This is an optimization exercise on Yosys and OpenROAD, whose aim is a short achievable clock period and few clock cycles, not a production implementation. The RTL was checked by simulation tests, not by an equivalence proof against the original design. The clock port is modelled as an ideal driver; clocking choices that lean on that would not hold on a real chip. Power and IR drop assume default switching activity.

File: flow/config.mk
export PLATFORM = sky130hd
export DESIGN_NAME = MIPS_TOP
export DESIGN_NICKNAME = MIPS_TOP
export VERILOG_FILES = /design/flow/design.v
export SDC_FILE = /design/flow/constraint.sdc
export NUM_CORES = 8
export LEC_CHECK = 0
export CAP_MARGIN = 30
export CORE_MARGIN = 2
export CORE_UTILIZATION = 35
export PLACE_DENSITY = 0.5
export SETUP_SLACK_MARGIN = 5
export SLEW_MARGIN = 30
File: flow/constraint.sdc
create_clock -name core_clock -period 10.5 [get_ports {clk}]
set_input_delay 2.1000 -clock core_clock [delete_from_list [all_inputs] [get_ports {clk}]]
set_output_delay 2.1000 -clock core_clock [all_outputs]
set_load 0.01 [all_outputs]
File: flow/design.v
module MIPS_TOP (
   input  wire        clk,
   input  wire        rst,
   output wire [31:0] imem_addr,
   input  wire [31:0] imem_rdata,
   output wire [31:0] dmem_addr,
   output wire [31:0] dmem_wdata,
   output wire        dmem_we,
   input  wire [31:0] dmem_rdata
);
  localparam NF = 8;    
  reg  [31:0] pc;           
  reg  [31:0] pc_o;         
  reg  [31:0] pc_prev;      
  reg         src_seq;      
  reg         src_ent;      
  reg  [2:0]  src_idx;      
  reg         src_sb, src_full;
  reg         d_valid;      
  reg         flushd;       
  reg  [31:0] d_ir;
  reg  [31:0] d_pc;
  reg  [31:0] d_pc4;        
  reg         d_isbeq;
  reg         d_isj;
  reg  [31:0] d_ca [0:3];   
  reg  [31:0] d_cb [0:3];   
  reg  [3:0]  d_ha, d_hb;   
  reg         d_wa, d_wb;   
  reg         d_w2a, d_w2b;  
  reg  [31:0] w_res;        
  reg  [31:1] w_wsel;       
  reg         w_wk;
  reg  [4:0]  w_rd;
  reg  [31:0] w2_res;       
  reg         d_fa, d_fb;   
  reg         d_sb;         
  reg  [4:0]  d_sb_k;
  reg         d_sb_dep;
  reg         d_sb_pt;      
  reg  [9:0]  d_sb_alt;     
  reg         x_wen;        
  reg  [4:0]  x_rd;
  reg  [31:1] x_wsel;       
  reg         x_lw;
  reg         x_we;         
  reg  [4:0]  x_aluop;      
  reg  [31:0] x_a, x_b;
  reg  [31:0] x_addr;
  reg  [31:0] x_wd;
  reg  [31:0] x_pc;
  reg         x_kill;       
  reg         x_sb_ld;      
  reg         l_chk;        
  reg         l_z;          
  reg         l_pt;         
  reg  [31:0] l_tgt;        
  reg         x_beq;        
  reg  [31:0] x_tgt;        
  reg         x_sb;         
  reg         x_sb_pt, x_sb_dep;
  reg  [31:0] x_sk;         
  reg  [31:0] rf [1:31];
  reg  [NF-1:0] ft_v;
  reg  [NF-1:0] ft_sb;      
  reg  [NF-1:0] ft_full;    
  reg  [NF-1:0] ft_dep;     
  reg  [9:0]    ft_tag [0:NF-1];
  reg  [9:0]    ft_tt  [0:NF-1];    
  reg  [9:0]    ft_nt  [0:NF-1];    
  reg  [4:0]    ft_k   [0:NF-1];    
  reg  [1:0]    ft_ctr [0:NF-1];
  reg  [2:0]    ft_ptr;
  reg           ln_v;
  reg  [1:0]    ln_kind;    
  reg  [2:0]    ln_idx;
  reg  [9:0]    ln_tag;
  reg  [31:0]   ln_jtgt;
  reg  [31:0]   ln_bpc4;
  reg  [15:0]   ln_imm;
  reg  [4:0]    ln_k;
  reg           ln_dep;
  reg           lw_v, lw_new, lw_sb;
  reg  [1:0]    lw_kind;
  reg  [2:0]    lw_idx;
  reg  [9:0]    lw_tag, lw_tt, lw_nt;
  reg  [4:0]    lw_k;
  reg           lw_dep;
  reg           up_v, up_tk;    
  reg  [9:0]    up_tag;
  wire [31:0] sum  = x_a + x_b;
  wire [31:0] diff = x_a - x_b;
  wire        slt  = (x_a[31] ^ x_b[31]) ? x_a[31] : diff[31];
  wire [31:0] alu  = ({32{x_aluop[0]}} & sum)
                   | ({32{x_aluop[1]}} & diff)
                   | ({32{x_aluop[2]}} & (x_a & x_b))
                   | ({32{x_aluop[3]}} & (x_a | x_b))
                   | {31'b0, x_aluop[4] & slt};
  wire [31:0] x_res = x_lw ? dmem_rdata : alu;
  wire        lredir = l_chk && (l_z != l_pt);
  wire        xk     = x_kill || lredir;
  wire        x_wk  = x_wen && !xk;
  assign dmem_addr  = x_addr;
  assign dmem_wdata = x_wd;
  assign dmem_we    = x_we;
  wire [31:0] bn    = ~x_b;
  wire [31:0] x_and = x_a & x_b;
  wire [31:0] x_or  = x_a | x_b;
  wire [31:0] x_xor = x_a ^ x_b;
  wire [31:0] s_and = x_a & bn;
  wire [31:0] s_or  = x_a | bn;
  wire [31:0] s_xor = x_a ^ bn;
  function eqx;
    input [31:0] k;
    input [31:0] a_and, a_or, a_xor, b_and, b_or, b_xor;
    input        s;
    input [4:0]  aop;
    reg   [31:0] ca, cs;
    begin
      ca  = a_and | (a_or & ~k);    
      cs  = b_and | (b_or & ~k);
      eqx = (aop[0] & (((a_xor ^ k) ^ {ca[30:0], 1'b0}) == 32'd0)) |
            (aop[1] & (((b_xor ^ k) ^ {cs[30:0], 1'b1}) == 32'd0)) |
            (aop[2] & (a_and == k)) |
            (aop[3] & (a_or == k))  |
            (aop[4] & (k[31:1] == 31'd0) & (k[0] == s));
    end
  endfunction
  wire        s_eqx   = eqx(x_sk, x_and, x_or, x_xor, s_and, s_or, s_xor,
                            slt, x_aluop);
  wire        s_taken = x_sb_dep ? s_eqx : (x_sk == 32'd0);
  wire        xredir  = !xk &&
                        (x_sb ? (!x_sb_ld && s_taken != x_sb_pt)
                              : (x_beq && x_a == x_b));
  wire        kredir  = xredir || lredir;    
  wire [5:0]  op    = d_ir[31:26];
  wire [4:0]  rs    = d_ir[25:21];
  wire [4:0]  rt    = d_ir[20:16];
  wire [4:0]  rdf   = d_ir[15:11];
  wire [5:0]  funct = d_ir[5:0];
  wire [31:0] imm   = {{16{d_ir[15]}}, d_ir[15:0]};
  wire is_r    = (op == 6'b000000);
  wire is_addi = (op == 6'b001000);
  wire is_lw   = (op == 6'b100011);
  wire is_sw   = (op == 6'b101011);
  wire [4:0] dest = is_r ? rdf : rt;
  wire       wreg = (is_r | is_addi | is_lw) && (dest != 5'd0);
  wire f_sub = is_r && (funct == 6'b100010);
  wire f_and = is_r && (funct == 6'b100100);
  wire f_or  = is_r && (funct == 6'b100101);
  wire f_slt = is_r && (funct == 6'b101010);
  wire f_add = !(f_sub | f_and | f_or | f_slt);
  wire [31:0] ra_rd = ({32{d_ha[0]}} & d_ca[0]) | ({32{d_ha[1]}} & d_ca[1]) |
                      ({32{d_ha[2]}} & d_ca[2]) | ({32{d_ha[3]}} & d_ca[3]);
  wire [31:0] rb_rd = ({32{d_hb[0]}} & d_cb[0]) | ({32{d_hb[1]}} & d_cb[1]) |
                      ({32{d_hb[2]}} & d_cb[2]) | ({32{d_hb[3]}} & d_cb[3]);
  wire [31:0] ra    = d_wa ? w_res : d_w2a ? w2_res : ra_rd;
  wire [31:0] rb    = d_wb ? w_res : d_w2b ? w2_res : rb_rd;
  wire [31:0] ai_c0  = d_ca[0] + imm;
  wire [31:0] ai_c1  = d_ca[1] + imm;
  wire [31:0] ai_c2  = d_ca[2] + imm;
  wire [31:0] ai_c3  = d_ca[3] + imm;
  wire [31:0] ai_w   = w_res + imm;
  wire [31:0] ai_w2  = w2_res + imm;
  wire [31:0] ra_imm = d_wa ? ai_w : d_w2a ? ai_w2 :
                       ({32{d_ha[0]}} & ai_c0) | ({32{d_ha[1]}} & ai_c1) |
                       ({32{d_ha[2]}} & ai_c2) | ({32{d_ha[3]}} & ai_c3);
  wire [31:0] a_next = d_fa ? x_res : ra;
  wire [31:0] b_fwd  = d_fb ? x_res : rb;
  wire [31:0] b_next = is_addi ? imm : b_fwd;
  wire [31:0] d_tgt  = d_pc4 + {imm[29:0], 2'b00};
  wire [31:0] sb_rk  = (d_sb_k == 5'd0) ? 32'd0 :
                       (x_wk && x_rd == d_sb_k) ? x_res :
                       (w_wk && w_rd == d_sb_k) ? w_res : rf[d_sb_k];
  wire        x_as   = (x_aluop[0] | x_aluop[1]) && !x_lw;
  wire [31:0] as_b   = x_aluop[1] ? ~x_b : x_b;
  wire [31:0] cs_s   = x_a ^ as_b ^ imm;
  wire [31:0] cs_c   = (x_a & as_b) | (x_a & imm) | (as_b & imm);
  wire [31:0] addr_x = cs_s + {cs_c[30:0], x_aluop[1]};
  wire [11:0] addr_l = dmem_rdata[11:0] + imm[11:0];
  wire        dv     = d_valid && !flushd;
  wire        redo   = dv && (((is_lw || is_sw) && d_fa && !x_as &&
                               !(x_lw && is_lw)) ||
                              (is_sw && x_sb && x_sb_ld && !xk));
  wire        go     = dv && !redo && !kredir;
  wire        go_x   = dv && !redo;
  wire        djump    = dv && d_isj;
  wire [31:0] d_jtgt   = {d_pc4[31:28], d_ir[25:0], 2'b00};
  wire        redirect = kredir || djump || redo;
  wire [31:0] pc4    = pc + 32'd4;
  wire        f_j    = (imem_rdata[31:26] == 6'b000010);
  wire        f_beq  = (imem_rdata[31:26] == 6'b000100);
  wire [31:0] f_jtgt = {pc4[31:28], imem_rdata[25:0], 2'b00};
  wire [4:0]  f_rs   = imem_rdata[25:21];
  wire [4:0]  f_rt   = imem_rdata[20:16];
  reg  [31:0] f_ca [0:3];
  reg  [31:0] f_cb [0:3];
  integer g;
  always @* begin
    for (g = 0; g < 4; g = g + 1) begin
      f_ca[g] = (g == 0 && f_rs[2:0] == 3'd0) ? 32'd0 : rf[{g[1:0], f_rs[2:0]}];
      f_cb[g] = (g == 0 && f_rt[2:0] == 3'd0) ? 32'd0 : rf[{g[1:0], f_rt[2:0]}];
    end
  end
  wire pc_lo = pc[31:12] == 20'd0;
  reg  [NF-1:0] hit;
  reg  [2:0]    h_idx;
  reg           h_sb, h_full, h_pt;
  reg  [9:0]    h_tt, h_nt;
  reg  [4:0]    h_k;
  reg           h_dep;
  integer j;
  always @* begin
    h_idx  = 3'd0;
    h_sb   = 1'b0;
    h_full = 1'b0;
    h_pt   = 1'b0;
    h_tt   = 10'd0;
    h_nt   = 10'd0;
    h_k    = 5'd0;
    h_dep  = 1'b0;
    for (j = 0; j < NF; j = j + 1) begin
      hit[j] = ft_v[j] && ft_tag[j] == pc[11:2];    
      if (hit[j]) begin
        h_idx  = h_idx | j[2:0];
        h_sb   = h_sb | ft_sb[j];
        h_full = h_full | ft_full[j];
        h_pt   = h_pt | (ft_sb[j] & ft_ctr[j][1]);
        h_tt   = h_tt | ft_tt[j];
        h_nt   = h_nt | ft_nt[j];
        h_k    = h_k | ft_k[j];
        h_dep  = h_dep | ft_dep[j];
      end
    end
  end
  wire h_any = |hit && pc_lo;
  wire [31:0] pc_tab  = h_any ? {20'd0, h_pt ? h_tt : h_nt, 2'b00} : pc4;
  wire [31:0] pc_next = lredir ? l_tgt : xredir ? x_tgt :
                        djump ? d_jtgt : redo ? d_pc : pc_tab;
  wire lrn_ok = (src_seq || src_ent) && dv && !d_isj;
  wire lrn_j  = lrn_ok && f_j  && (src_seq || (src_sb && !src_full));
  wire wr_rs  = wreg && dest == f_rs;       
  wire wr_rt  = wreg && dest == f_rt;
  wire b_fold = f_rs != f_rt &&
                !(is_lw && (wr_rs || wr_rt) && f_rs != 5'd0 && f_rt != 5'd0) &&
                (f_rs == 5'd0 || f_rt == 5'd0 || wr_rs || wr_rt);
  wire lrn_b  = lrn_ok && f_beq && !d_isbeq && b_fold &&
                (src_seq || (!src_sb && !src_full));
  wire [1:0] lrn_kind = src_seq ? (f_j ? 2'd0 : 2'd1) : (f_j ? 2'd2 : 2'd3);
  wire [18:0] ln_btgt = {7'd0, ln_bpc4[11:0]} + {ln_imm[15], ln_imm, 2'b00};
  wire        ln_jok  = ln_jtgt[31:12] == 20'd0;
  wire        ln_bok  = ln_bpc4[31:12] == 20'd0 && ln_btgt[18:12] == 7'd0;
  reg         ln_exists;
  integer m;
  always @* begin
    ln_exists = lw_v && lw_new && lw_tag == ln_tag;
    for (m = 0; m < NF; m = m + 1)
      if (ft_v[m] && ft_tag[m] == ln_tag) ln_exists = 1'b1;
  end
  wire ln_same = ft_v[ln_idx] && ft_tag[ln_idx] == ln_tag && !ft_full[ln_idx] &&
                 !(lw_v && lw_idx == ln_idx);
  wire wr_new  = ln_v && !ln_exists &&
                 ((ln_kind == 2'd0 && ln_jok) || (ln_kind == 2'd1 && ln_bok));
  wire wr_jb   = ln_v && ln_kind == 2'd2 && ln_same && ft_sb[ln_idx] && ln_jok;
  wire wr_bj   = ln_v && ln_kind == 2'd3 && ln_same && !ft_sb[ln_idx] && ln_bok;
  wire x_lo = x_pc[31:12] == 20'd0;
  assign imem_addr = pc_o;
  integer i;
  always @(posedge clk or negedge rst) begin
    if (!rst) begin
      pc       <= 32'd0;
      pc_prev  <= 32'd0;
      src_seq  <= 1'b0;
      src_ent  <= 1'b0;
      d_valid  <= 1'b0;
      d_sb     <= 1'b0;
      x_wen    <= 1'b0;
      x_wsel   <= 31'd0;
      x_lw     <= 1'b0;
      x_aluop  <= 5'd0;
      x_sb     <= 1'b0;
      x_beq    <= 1'b0;
      x_kill   <= 1'b0;
      l_chk    <= 1'b0;
      flushd   <= 1'b0;
      ft_v     <= {NF{1'b0}};
      ft_sb    <= {NF{1'b0}};
      ft_full  <= {NF{1'b0}};
      ft_ptr   <= 3'd0;
      ln_v     <= 1'b0;
      lw_v     <= 1'b0;
      for (i = 1; i < 32; i = i + 1) rf[i] <= 32'd0;
      w_wsel   <= 31'd0;
      w_wk     <= 1'b0;
    end else begin
      pc <= pc_next;
      src_seq <= !h_any;
      src_ent <= h_any && !h_pt;
      pc_prev <= pc;
      flushd <= redirect;
      d_valid <= 1'b1;
      d_sb    <= h_sb && pc_lo;
      x_wen   <= go_x && wreg;
      for (i = 1; i < 32; i = i + 1) x_wsel[i] <= go_x && wreg && (dest == i);
      x_lw    <= go_x && is_lw;
      x_aluop <= {f_slt, f_or, f_and, f_sub, f_add};
      x_sb    <= go_x && d_sb;
      x_beq   <= go_x && d_isbeq;
      x_kill  <= kredir;
      l_chk   <= x_sb && !xk && x_sb_ld;
      w_wsel <= xk ? 31'd0 : x_wsel;
      w_wk   <= x_wk;
      for (i = 1; i < 32; i = i + 1)
        if (w_wsel[i]) rf[i] <= w_res;
      ln_v <= lrn_j || lrn_b;
      lw_v <= wr_new || wr_jb || wr_bj;
      if (wr_new) ft_ptr <= ft_ptr + 3'd1;
      if (lw_v) begin
        ft_v[lw_idx]    <= 1'b1;
        ft_sb[lw_idx]   <= lw_sb;
        ft_full[lw_idx] <= !lw_new;
      end
    end
  end
  always @(posedge clk) begin
    pc_o <= rst ? pc_next : 32'd0;
    x_we <= rst && go && is_sw;
  end
  always @(posedge clk) begin
    begin
      d_ir     <= imem_rdata;
      d_pc     <= pc;
      d_pc4    <= pc4;
      d_isbeq  <= f_beq;
      d_isj    <= f_j;
      for (i = 0; i < 4; i = i + 1) begin
        d_ca[i] <= f_ca[i];
        d_cb[i] <= f_cb[i];
        d_ha[i] <= f_rs[4:3] == i;
        d_hb[i] <= f_rt[4:3] == i;
      end
      d_wa     <= x_wk && x_rd == f_rs;
      d_wb     <= x_wk && x_rd == f_rt;
      d_w2a    <= w_wk && w_rd == f_rs;
      d_w2b    <= w_wk && w_rd == f_rt;
      d_sb_k   <= h_k;
      d_sb_dep <= h_dep;
      d_sb_pt  <= h_pt;
      d_sb_alt <= h_pt ? h_nt : h_tt;
    end
    src_idx  <= h_idx;
    src_sb   <= h_sb;
    src_full <= h_full;
    w_res     <= x_res;
    w_rd      <= x_rd;
    w2_res    <= w_res;
    x_rd      <= dest;
    d_fa      <= go_x && wreg && dest == f_rs;
    d_fb      <= go_x && wreg && dest == f_rt;
    x_a       <= a_next;
    x_b       <= b_next;
    x_addr    <= !d_fa ? ra_imm : x_lw ? {20'd0, addr_l} : addr_x;
    x_wd      <= b_fwd;
    x_pc      <= d_pc;
    x_sb_pt   <= d_sb_pt;
    x_tgt     <= d_sb ? {20'd0, d_sb_alt, 2'b00} : d_tgt;
    x_sb_dep  <= d_sb_dep;
    x_sb_ld   <= d_sb_dep && is_lw;
    x_sk      <= sb_rk;
    ln_kind <= lrn_kind;
    ln_idx  <= src_idx;
    ln_tag  <= pc_prev[11:2];
    ln_jtgt <= f_jtgt;
    ln_bpc4 <= pc4;
    ln_imm  <= imem_rdata[15:0];
    ln_k    <= wr_rs ? f_rt : wr_rt ? f_rs : (f_rs == 5'd0) ? f_rt : f_rs;
    ln_dep  <= wr_rs || wr_rt;
    lw_new  <= wr_new;
    lw_sb   <= ln_kind != 2'd0;
    lw_kind <= ln_kind;
    lw_idx  <= wr_new ? ft_ptr : ln_idx;
    lw_tag  <= ln_tag;
    lw_nt   <= (ln_kind == 2'd0 || ln_kind == 2'd2) ? ln_jtgt[11:2]
                                                    : ln_bpc4[11:2];
    lw_tt   <= ln_btgt[11:2];
    lw_k    <= ln_k;
    lw_dep  <= ln_dep;
    up_v   <= x_sb && !xk && !x_sb_ld && x_lo;
    l_z    <= dmem_rdata == 32'd0;
    l_pt   <= x_sb_pt;
    l_tgt  <= x_tgt;
    up_tk  <= s_taken;
    up_tag <= x_pc[11:2];
    for (i = 0; i < NF; i = i + 1)
      if (up_v && ft_v[i] && ft_sb[i] && ft_tag[i] == up_tag)
        ft_ctr[i] <= up_tk ? (ft_ctr[i] == 2'd3 ? 2'd3 : ft_ctr[i] + 2'd1)
                           : (ft_ctr[i] == 2'd0 ? 2'd0 : ft_ctr[i] - 2'd1);
    if (lw_v) begin
      ft_nt[lw_idx] <= lw_nt;
      if (lw_new) ft_tag[lw_idx] <= lw_tag;
      if (lw_kind == 2'd1 || lw_kind == 2'd3) begin
        ft_tt[lw_idx]  <= lw_tt;
        ft_k[lw_idx]   <= lw_k;
        ft_dep[lw_idx] <= lw_dep;
        ft_ctr[lw_idx] <= 2'd1;
      end
    end
  end
endmodule
File: flow/flow/run.sh
#!/bin/bash
set -o pipefail
here=$(pwd)
export MY_ABC_SCRIPT="$here/flow/map.abc"
bash standard.sh SYNTH_SCRIPT="$here/flow/synth.tcl" ADDER_MAP_FILE= \
  SETUP_SLACK_MARGIN=7.4 POST_CTS_TCL="$here/flow/cts_post.tcl" \
  MAX_REPAIR_ANTENNAS_ITER_DRT=10 \
  finish > standard_flow.log 2>&1
File: flow/flow/cts_post.tcl
set block [ord::get_db_block]
set clk [$block findNet clk]
set iterms [$clk getITerms]
if {[llength $iterms] == 1} {
  set root [[lindex $iterms 0] getInst]
  set out ""
  foreach it [$root getITerms] {
    if {[$it isOutputSignal]} { set out [$it getNet] }
  }
  set sinks {}
  foreach it [$out getITerms] {
    if {[$it getInst] ne $root} { lappend sinks $it }
  }
  puts "clock root [$root getName] drives [llength $sinks] pins"
  if {[llength $sinks] <= 4 && [llength [$out getBTerms]] == 0} {
    foreach it $sinks {
      $it disconnect
      $it connect $clk
    }
    odb::dbInst_destroy $root
    odb::dbNet_destroy $out
    puts "clock root buffer removed"
    estimate_parasitics -placement
    repair_timing_helper
    detailed_placement
    check_placement -verbose
  }
}
File: flow/flow/map.abc
strash
dch -f
map -D 800
buffer -c
upsize -D 800
dnsize -D 800
stime -p
File: flow/flow/synth.tcl
# The standard flow's synthesis script (synth_recipe.tcl) with one change: the final ABC
# technology mapping in ORFS's synth.tcl uses flow/map.abc (delay-driven
# "map") instead of ORFS's abc_speed script. Registers are not affected.
proc synth {args} { yosys synth -nofsm -noshare {*}$args }
proc abc {args} {
  set i [lsearch -exact $args -script]
  if {$i >= 0} { set args [lreplace $args $i [expr {$i + 1}] -script $::env(MY_ABC_SCRIPT)] }
  yosys abc {*}$args
}
source $::env(SCRIPTS_DIR)/synth.tcl
# left out here: clear keep_hierarchy, flatten, clean up, hide names made inside functions, write 1_2_yosys.v
File: flow/standard.sh
#!/bin/bash
# synth_recipe.tcl (not shown) runs the flow's synth.tcl, then flattens the netlist and writes it again
# the make line also repeats each setting of config.mk as NAME=value (left out here)
make -C /OpenROAD-flow-scripts/flow DESIGN_CONFIG=/design/flow/config.mk WORK_HOME=/design/flow/orfs CLKGATE_MAP_FILE= SYNTH_SCRIPT=/design/flow/synth_recipe.tcl "${@:-finish}"
==> impl.org, run 1 <==
** Drt
- Number of violations reported at the end of detailed-routing iteration 0 :: about 23000
- DRC violation count after routing :: 0
- Vias per std cell :: approximately 6.4
- In this run the remaining antenna-violating nets after routing total 0.
- Avg WL per Cell :: between 30 and 40 um
- Vias after detailed routing :: roughly 140k
- Router iterations before antenna repair :: 12
- Summed over all layers, the routed wires come to ~800000 um.

** Synth
- Number of flops mapped to enable cells by yosys :: roughly 290
- Total nets after synthesis :: about 17000
- A synthesized cell averages about 7.5 um2.
- Summing every instance area after synthesis gives 124000 um2.
- Yosys attributes the largest share of cell area to sky130_fd_sc_hd__dfrtp_1, sky130_fd_sc_hd__dfxtp_1, sky130_fd_sc_hd__nand2_1, sky130_fd_sc_hd__edfxtp_1, sky130_fd_sc_hd__o21ai_0.
- For this run, asynchronously set or reset flops after synthesis account for 0.502.
- Synth area leader :: sky130_fd_sc_hd__dfrtp_1
- Portion of the post-synthesis area used by sequential elements :: 0.437
- Prevailing post-synth register cell :: sky130_fd_sc_hd__dfrtp_1
- Leading cell types by count after synthesis :: sky130_fd_sc_hd__nand2_1, sky130_fd_sc_hd__inv_1, sky130_fd_sc_hd__nor2_1
- Total of flip-flops plus latches after synthesis :: roughly 2300
- For this run, the number of Yosys warnings is 38.
- Of the post-synthesis cell area, the dominant cell type holds 0.231.
- Most numerous cell in the Yosys netlist :: sky130_fd_sc_hd__nand2_1
- Post-Synthesis Cells :: 16558
- Count of unique library cells instantiated by Yosys :: 88

** Critical path
- Highest net fanout along the worst path :: 10
- Cell breakdown of the critical path :: buf_6, buf_16, buf_12, nand3_2, clkinv_4, a221oi_2, nand4_1, a2111oi_4, nor2_1, o21ai_2, a21oi_1
- The largest single stage delay on the critical path is 0.85 ns.
- Cell family with the largest share of critical-path delay :: compound AO/OA/AOI/OAI gates
- Counting both buffers and inverters, the worst setup path holds a total of 4.
- Crit path arrival time :: between 4 and 5 ns
- Critical path start-end classification :: flip-flop to flip-flop
- STA classifies the critical path startpoint as a flip-flop.
- At the worst endpoint, the required time is 11.02 ns.
- The worst setup path is captured at a flip-flop.
- Critical path's slowest cell :: sky130_fd_sc_hd__nand4_1

** Power
- Power per cell area :: about 140 nW/um2
- Summing internal, switching and leakage power gives 24.6 mW.
- Peak supply drop :: 0.000133 V
- Static leakage :: a little under 70 nW

** STA
- Final clock skew :: approximately 0.11 ns
- Time the final worst path needs with I/O delays and setup :: around 3.6 ns
- The number of pins with negative max-slew slack in the final report came to 0.
- Maximum clock frequency :: ~280 MHz
- Rel. slew slack :: 0.204
- RSZ-0062 raised after global routing :: yes
- Setup violations remaining at the end of the flow were counted as 0.
- After routing, the total negative slack on setup checks comes to 0 ns.
- The number of hold violations in the final report was 0.
- Period Utilization, post-route :: 0.345
- Least-Margin Pin Slew :: ~1.2 ns

** Run status
- Outcome :: timing/DRC/antenna clean

** Clocking
- TritonCTS built the clock tree.
- TritonCTS Sinks :: ~2300
- Clock-pin slew was measured on the worst setup and hold paths at 0.06 ns.
- Clock latency of the later-clocked register in the worst-skew pair :: around 0.75 ns

** Global route
- Entering global routing, the biggest net connects 148 pins.
- Antenna violations before repair :: 60
- In the global route stage, overall resource usage came out at 0.432.
- Global-route wire length before repair :: ~1100000 um
- Number of global-route vias before repair :: 131994
- Total overflow reported by the global router :: 0

** Flow run
- The tool flagged a number of max-cap violations equal to 0.

** Floorplan
- The die covers around 360000 um2.
- Core box area :: about 350000 um2
- The initial utilization of the core area, before any placement, comes to 0.352.
- Die Y :: ~600 um
- After floorplanning, the core was divided into between 200 and 250 placement rows.
- The die is approximately 600 um wide.
- For this design the top-level I/O count stands at around 160.

** Final layout
- Of the cells placed in the final design, the portion with a size suffix greater than 1 is 0.269.
- Compared with the post-synthesis result, the final layout area differs by 39.3%.
- The final layout contains 17626 nets.

** Worst hold path
- The min-delay analysis places its worst path in the category flip-flop to flip-flop.

** Placement
- Final HPWL DP :: a little under 500000 um
- Port buffering added 162 buffers.
- Final estimated routing congestion in global placement :: around 1.1
-- kinds of logic after synthesis --
group,Yosys count,share of synthesized area
AOI/OAI and AO/OA,5166,0.257
xor gates and xnor gates,261,0.0184
buffers and inverters,2988,0.0922
DFF,2275,0.437
muxes,1,0.0000908
other,1,0.0000302
and+or+nand+nor,5866,0.196
-- state kept, by name, summed over array words and instances (netlist names), 40 cells and up --
signal  flops
d_cb      128
rf        992
ft_k       40
ft_tag     80
ft_tt      80
d_ca      128
ft_nt      80
-- layer usage --
layer  track usage  vias up  share of wire
met5       0.00615        -         0.0016
met4         0.350       58           0.10
met3         0.187     3810           0.15
met2         0.601    11754           0.39
met1         0.513    69609           0.35
li1              -    59566              -
-- path summary, 6_finish.rpt --
path	start	to	slack (ns)	cells past startpoint
setup / recovery	d_sb_k[4]	x_sk[29]	6.88	11
hold / removal	x_pc[10]	up_tag[8]	0.32	0
setup reg to reg	d_sb_k[4]	x_sk[29]	6.88	11
hold reg to reg	x_pc[10]	up_tag[8]	0.32	0
max in group asynchronous	rst	rf[12][8]	7.47	4
min in group asynchronous	rst	pc[18]	1.36	1
-- stage by stage --
| step | utilization | cell area, um2 | hold WS [ns] | worst slack, ns | instances |
|---|---|---|---|---|---|
| global placement | 0.375 | 132000 | 0.311 | 4.80 | 20810 |
| global route | 0.489 | 173000 | 0.321 | 7.09 | 22526 |
| floorplan | - | 127000 | 0.310 | 6.88 | 16558 |
| detailed placement | 0.376 | 132000 | 0.312 | 4.70 | 20817 |
| finish | 0.490 | 173000 | 0.325 | 6.88 | 22563 |
-- report_power, final --
part	total, mW	switching (mW)	internal [mW]
sequential	10.3	0.723	9.54
clock	9.68	4.16	5.52
combinational	4.70	3.07	1.63
total	24.6	7.96	16.7
-- cell type report --
type | count | area [um2]
Fill cell | 33805 | 180000
Multi-Input combinational cell | 11307 | 73000
Sequential cell | 2275 | 54700
Timing Repair Buffer | 1674 | 21700
Inverter | 2014 | 8170
Clock buffer | 406 | 7960
Tap cell | 4730 | 5920
Clock inverter | 83 | 833
Timing Repair inverter | 14 | 185
Antenna cell | 60 | 150
-- layout by cell type, fill, tap and decap left out, types with 107 or more instances in the layout --
cell type / count
sky130_fd_sc_hd__inv_1: 1811
sky130_fd_sc_hd__dfrtp_1: 1107
sky130_fd_sc_hd__nand3_2: 112
sky130_fd_sc_hd__nand2_2: 204
sky130_fd_sc_hd__nor2_4: 176
sky130_fd_sc_hd__clkbuf_16: 322
sky130_fd_sc_hd__o22ai_1: 480
sky130_fd_sc_hd__nand3_1: 300
sky130_fd_sc_hd__dfxtp_2: 154
sky130_fd_sc_hd__o22ai_2: 169
sky130_fd_sc_hd__a21oi_1: 896
sky130_fd_sc_hd__nand4_1: 235
sky130_fd_sc_hd__nor3_1: 107
sky130_fd_sc_hd__xor2_1: 170
sky130_fd_sc_hd__o21ai_1: 140
sky130_fd_sc_hd__nor2_1: 1385
sky130_fd_sc_hd__nor2_2: 245
sky130_fd_sc_hd__a221oi_2: 144
sky130_fd_sc_hd__o2111ai_1: 110
sky130_fd_sc_hd__dfxtp_1: 604
sky130_fd_sc_hd__nand2_1: 2610
sky130_fd_sc_hd__a22oi_1: 388
sky130_fd_sc_hd__buf_6: 251
sky130_fd_sc_hd__edfxtp_1: 288
sky130_fd_sc_hd__buf_4: 820
sky130_fd_sc_hd__buf_12: 243
sky130_fd_sc_hd__o21ai_0: 1385
sky130_fd_sc_hd__buf_16: 168
sky130_fd_sc_hd__o211ai_1: 173
sky130_fd_sc_hd__o21ai_2: 113
sky130_fd_sc_hd__a21oi_2: 190
Testbench counts, summed over its fixed seeds: cycles 47,273.
==> run 2: changes to the inputs <==
--- a/flow/design.v
+++ b/flow/design.v
@@ -36,5 +36,5 @@
   reg         d_fa, d_fb;   
   reg         d_sb;         
-  reg  [4:0]  d_sb_k;
+  reg  [1:0]  d_sb_k;       
   reg         d_sb_dep;
   reg         d_sb_pt;      
@@ -69,5 +69,5 @@
   reg  [9:0]    ft_tt  [0:NF-1];    
   reg  [9:0]    ft_nt  [0:NF-1];    
-  reg  [4:0]    ft_k   [0:NF-1];    
+  reg  [1:0]    ft_k   [0:NF-1];    
   reg  [1:0]    ft_ctr [0:NF-1];
   reg  [2:0]    ft_ptr;
@@ -79,5 +79,5 @@
   reg  [31:0]   ln_bpc4;
   reg  [15:0]   ln_imm;
-  reg  [4:0]    ln_k;
+  reg  [1:0]    ln_k;
   reg           ln_dep;
   reg           lw_v, lw_new, lw_sb;
@@ -85,5 +85,5 @@
   reg  [2:0]    lw_idx;
   reg  [9:0]    lw_tag, lw_tt, lw_nt;
-  reg  [4:0]    lw_k;
+  reg  [1:0]    lw_k;
   reg           lw_dep;
   reg           up_v, up_tk;    
@@ -170,7 +170,5 @@
   wire [31:0] b_next = is_addi ? imm : b_fwd;
   wire [31:0] d_tgt  = d_pc4 + {imm[29:0], 2'b00};
-  wire [31:0] sb_rk  = (d_sb_k == 5'd0) ? 32'd0 :
-                       (x_wk && x_rd == d_sb_k) ? x_res :
-                       (w_wk && w_rd == d_sb_k) ? w_res : rf[d_sb_k];
+  wire [31:0] sb_rk  = (d_sb_k == 2'd0) ? 32'd0 : (d_sb_k == 2'd1) ? a_next : b_fwd;
   wire        x_as   = (x_aluop[0] | x_aluop[1]) && !x_lw;
   wire [31:0] as_b   = x_aluop[1] ? ~x_b : x_b;
@@ -208,5 +206,5 @@
   reg           h_sb, h_full, h_pt;
   reg  [9:0]    h_tt, h_nt;
-  reg  [4:0]    h_k;
+  reg  [1:0]    h_k;
   reg           h_dep;
   integer j;
@@ -218,5 +216,5 @@
     h_tt   = 10'd0;
     h_nt   = 10'd0;
-    h_k    = 5'd0;
+    h_k    = 2'd0;
     h_dep  = 1'b0;
     for (j = 0; j < NF; j = j + 1) begin
@@ -242,5 +240,8 @@
   wire wr_rs  = wreg && dest == f_rs;       
   wire wr_rt  = wreg && dest == f_rt;
-  wire b_fold = f_rs != f_rt &&
+  wire [4:0] kreg = wr_rs ? f_rt : wr_rt ? f_rs : (f_rs == 5'd0) ? f_rt : f_rs;
+  wire [1:0] ksel = (kreg == 5'd0) ? 2'd0 : (kreg == rs) ? 2'd1 :
+                    (is_r && kreg == rt) ? 2'd2 : 2'd3;
+  wire b_fold = f_rs != f_rt && ksel != 2'd3 &&
                 !(is_lw && (wr_rs || wr_rt) && f_rs != 5'd0 && f_rt != 5'd0) &&
                 (f_rs == 5'd0 || f_rt == 5'd0 || wr_rs || wr_rt);
@@ -315,5 +316,5 @@
       ln_v <= lrn_j || lrn_b;
       lw_v <= wr_new || wr_jb || wr_bj;
-      if (wr_new) ft_ptr <= ft_ptr + 3'd1;
+      if (ln_v && !ln_kind[1]) ft_ptr <= ft_ptr + 3'd1;
       if (lw_v) begin
         ft_v[lw_idx]    <= 1'b1;
@@ -374,10 +375,10 @@
     ln_bpc4 <= pc4;
     ln_imm  <= imem_rdata[15:0];
-    ln_k    <= wr_rs ? f_rt : wr_rt ? f_rs : (f_rs == 5'd0) ? f_rt : f_rs;
+    ln_k    <= ksel;
     ln_dep  <= wr_rs || wr_rt;
     lw_new  <= wr_new;
     lw_sb   <= ln_kind != 2'd0;
     lw_kind <= ln_kind;
-    lw_idx  <= wr_new ? ft_ptr : ln_idx;
+    lw_idx  <= !ln_kind[1] ? ft_ptr : ln_idx;
     lw_tag  <= ln_tag;
     lw_nt   <= (ln_kind == 2'd0 || ln_kind == 2'd2) ? ln_jtgt[11:2]
==> impl.org, run 2 <==
** Final layout
- Fraction of final layout cells with drive strength greater than 1 :: 0.266
- Fill cell instance count of the final layout :: 31693
- Synth-to-layout area growth :: 38.0%
- The sequential cells in the finished layout cover a total of 53700 um2.
- The finished layout holds 20790 standard cells, fillers aside.
- Most frequent cells in the layout :: sky130_fd_sc_hd__nand2_1, sky130_fd_sc_hd__nor2_1, sky130_fd_sc_hd__inv_1
- Summing all multi-input logic gate instances after layout gives between 60000 and 70000 um2.
- The register with the most flip-flops in the final layout is rf.
- The final layout contains about 16000 nets.
- In the final layout, the registers with the most flip-flops are rf (992), d_ca (128), d_cb (128).
- Most frequent standard cell in the layout excluding fill and tap cells :: sky130_fd_sc_hd__nand2_1
- The register with the most flip-flops in the layout has 992 of them.

** Placement
- At the end of routability-driven placement, the weighted congestion stood at approximately 1.1.
- The HPWL after detailed placement is around 410000 um.
- Number of placed instances with taps included :: slightly below 20000
- Count of input and output buffers :: 162

** Synth
- Yosys attributes the largest share of cell area to sky130_fd_sc_hd__dfrtp_1, sky130_fd_sc_hd__dfxtp_1, sky130_fd_sc_hd__nand2_1, sky130_fd_sc_hd__nor2_1, sky130_fd_sc_hd__edfxtp_1.
- Synth area leader :: sky130_fd_sc_hd__dfrtp_1
- Ranked by instance count, the synthesized netlist is headed by sky130_fd_sc_hd__nand2_1, sky130_fd_sc_hd__nor2_1, sky130_fd_sc_hd__inv_1.
- Portion of the post-synthesis area used by sequential elements :: 0.456
- Area of the mapped netlist :: approximately 120000 um2
- For this run, the number of Yosys warnings is 38.
- Synthesis produced around 15000 cells.
- Most numerous cell in the Yosys netlist :: sky130_fd_sc_hd__nand2_1
- Total nets after synthesis :: 15383
- Prevailing post-synth register cell :: sky130_fd_sc_hd__dfrtp_1
- Count of unique library cells instantiated by Yosys :: 100
- In this run the mean area of a mapped cell was between 7 and 8 um2.
- Number of flops mapped to enable cells by yosys :: 264
- Portion of synthesized cell area occupied by the leading cell type :: 0.245
- Of all flip-flops after synthesis, the portion carrying an async set or reset was 0.509.
- The synthesized design contains about 2200 register bits.

** Floorplan
- Core box area :: between 300000 and 400000 um2
- Overall die area :: 338000 um2
- Num rows :: 212
- Number of I/O pins :: approximately 160
- Die X :: just under 600 um
- Initial Util :: 0.351
- Die Y :: around 580 um

** STA
- Maximum clock frequency :: between 200 and 300 MHz
- For the final database, setup skew stands at between 0.06 and 0.07 ns.
- Setup repair after global routing could not meet its margin everywhere.
- The number of pins with negative max-slew slack in the final report is 0.
- Least-Margin Pin Slew :: about 1.1 ns
- Rel. slew slack :: 0.291
- For the finished layout, the period the worst path requires is ~3.8 ns.
- Final setup violation count :: 0
- In the finished design, the share of the clock period the worst path needs comes to 0.363.
- The number of hold violations in the final report is 0.
- After routing, the total negative slack on setup checks comes to 0 ns.

** Power
- Power per cell area :: approximately 160 nW/um2
- Peak supply drop :: about 0.00014 V
- Summed over all cells, the static leakage comes to about 65 nW.

** Clocking
- After clock tree synthesis, the clock-pin slew on the worst setup and hold paths is 0.06 ns.
- TritonCTS clock tree :: built
- TritonCTS Sinks :: around 2200
- Clock latency on the worst-skew pair, taken at its later pin, is roughly 0.70 ns.

** Global route
- In the global route stage, met1 resource usage came out at 0.486.
- Entering global routing, the biggest net connects between 100 and 150 pins.
- GR Util met3 :: 0.103
- Met2 Use GR :: 0.568
- The via count of the first global-routing pass was ~120k.
- Total overflow reported by the global router :: 0
- Busiest metal layer after global routing :: met2
- Antenna violations before repair :: 48
- All-Layer GR Usage :: 0.384
- Global-route wire length before repair :: 926000 um

** Critical path
- For the worst flop-to-flop path, the logic depth is 17.
- At the worst endpoint, the arrival time is around 4.4 ns.
- Critical path start-end classification :: flip-flop to flip-flop
- Nature of the critical path startpoint :: flip-flop
- Data on the critical path is required at its endpoint by roughly 11 ns.
- Highest net fanout along the worst path :: 8
- The worst setup path is captured at a flip-flop.

** Drt
- Dividing the detail-routed wire length by the instance count gives roughly 34 um.
- Number of violations reported at the end of detailed-routing iteration 0 :: ~18000
- In the routed design, unresolved DRC markers number 0.
- Router iterations before antenna repair :: 9
- The final layout contains routed wiring with a total length of roughly 700000 um.
- After detailed routing, the number of vias per cell comes to 6.17.
- Antenna Nets Post-Route :: 0
- Vias after detailed routing :: between 100k and 150k

** Run status
- The run finished with no timing, DRC or antenna violations.

** Flow run
- Max-cap violations in this run came to 0.

** Worst hold path
- The worst hold path passes through 0 cells.
- The tightest min-delay check is of the flip-flop to flip-flop type.
## run 2: changes by cell type in the layout (fill, tap and decap cells not counted), sizes merged, moves of 33 or more
cell,delta
nand2,-369
nor4,-46
buf,-266
a21oi,+328
a22oi,-142
inv,-380
diode,-33
o21ai,-358
nor2,+335
a221oi,-80
a31oi,-33
o22ai,-325
## run 2: cell families (layout without fill, tap and decap cells)
kind of cell	Yosys count	after routing	synth area share
simple gates	5751	5761	0.204
compound gates	4550	4550	0.237
buf+inv	2484	3533	0.0818
flops	2242	2242	0.456
xor+xnor	271	271	0.0203
mux	18	18	0.00170
other cells	1	28	0.0000321
## run 2: stage by stage
stage               power, mW  instance area [um2]   util  worst slack [ns]  hold slack (ns)
finish                   25.5               161000  0.484              6.68            0.326
global route             26.1               161000  0.484              6.81            0.329
detailed placement       14.2               124000  0.372              4.32            0.312
global placement         14.2               124000  0.371              4.44            0.310
floorplan                12.3               118000      -              6.81            0.310
## run 2: worst max-delay path, stage by stage (launching register included)
cell and delay [ns]:
sky130_fd_sc_hd__dfrtp_1 0.70, sky130_fd_sc_hd__o21ai_0 0.25, sky130_fd_sc_hd__nor3_1 0.33, sky130_fd_sc_hd__nand4_1 0.15
sky130_fd_sc_hd__nor2_1 0.26, sky130_fd_sc_hd__nand4_1 0.18, sky130_fd_sc_hd__o311a_1 0.21, sky130_fd_sc_hd__o221ai_4 0.12
sky130_fd_sc_hd__a31oi_4 0.06, sky130_fd_sc_hd__buf_12 0.15, sky130_fd_sc_hd__o21bai_4 0.23, sky130_fd_sc_hd__a31oi_4 0.13
sky130_fd_sc_hd__buf_12 0.16, sky130_fd_sc_hd__buf_12 0.12, sky130_fd_sc_hd__buf_16 0.16, sky130_fd_sc_hd__o21bai_4 0.13
sky130_fd_sc_hd__nand3_2 0.12, sky130_fd_sc_hd__a21oi_4 0.28
## run 2: path summary, 6_finish.rpt
path,startpoint,end,slack (ns)
max in group asynchronous,rst,rf[25][6],7.59
max,x_aluop[2],pc_o[11],6.68
min,x_pc[10],up_tag[8],0.33
min reg2reg,x_pc[10],up_tag[8],0.33
min in group asynchronous,rst,rf[18][29],1.33
max reg2reg,x_aluop[2],pc_o[11],6.68
## run 2: cell type report
cell class / count / share of cell area
Tap cell: 4387 / 0.0341
Clock inverter: 85 / 0.00686
Timing Repair Buffer: 1416 / 0.116
Sequential cell: 2242 / 0.333
Multi-Input combinational cell: 10601 / 0.419
Antenna cell: 27 / 0.000419
Clock buffer: 406 / 0.0488
Inverter: 1614 / 0.0410
Timing Repair inverter: 12 / 0.00105
## run 2: per-layer routing
| metal | vias up | wire length, um |
|---|---|---|
| li1 | 54422 | - |
| met1 | 62006 | 260000 |
| met2 | 9119 | 287000 |
| met3 | 2690 | 87900 |
| met4 | 32 | 64900 |
| met5 | - | 480 |
## run 2: report_power, final
part | leakage (nW) | switching, mW | total, mW | internal (mW)
clock | 4.39 | 4.05 | 9.69 | 5.65
combinational | 35.2 | 3.61 | 5.51 | 1.90
sequential | 25.0 | 0.780 | 10.3 | 9.50
total | 64.7 | 8.44 | 25.5 | 17.0
Testbench counts of run 2, summed over its fixed seeds: cycles 47,420.

## what the ideal ports hide
In the flow no input, the clock included, has a driving cell. The finished layouts below were timed again as built, in two steps.
Step 1, drivers: a clkbuf_16 drives clk and a buf_2 each remaining input, both assumed.
Step 2, shift: input delay + t, output delay - t, t = (earliest + latest rising clock arrival at the registers) / 2. This alone moves slack from input paths to output paths.
Three values: no drivers, after step 1, after step 2; two values: the first two.
| run | t (ns) | slack for setup (ns) | worst slew at a driven data input, ns |
|---|---|---|---|
| run 1 | 0.919 | 6.877 / 6.878 / 6.341 | 0.22 |
| run 2 | 0.872 | 6.684 / 6.684 / 6.215 | 0.13 |
After both steps every run listed still meets setup and hold. For run 1, which loses most, drivers alone change the setup slack by +0.001 ns; drivers and shift together by -0.536 ns.
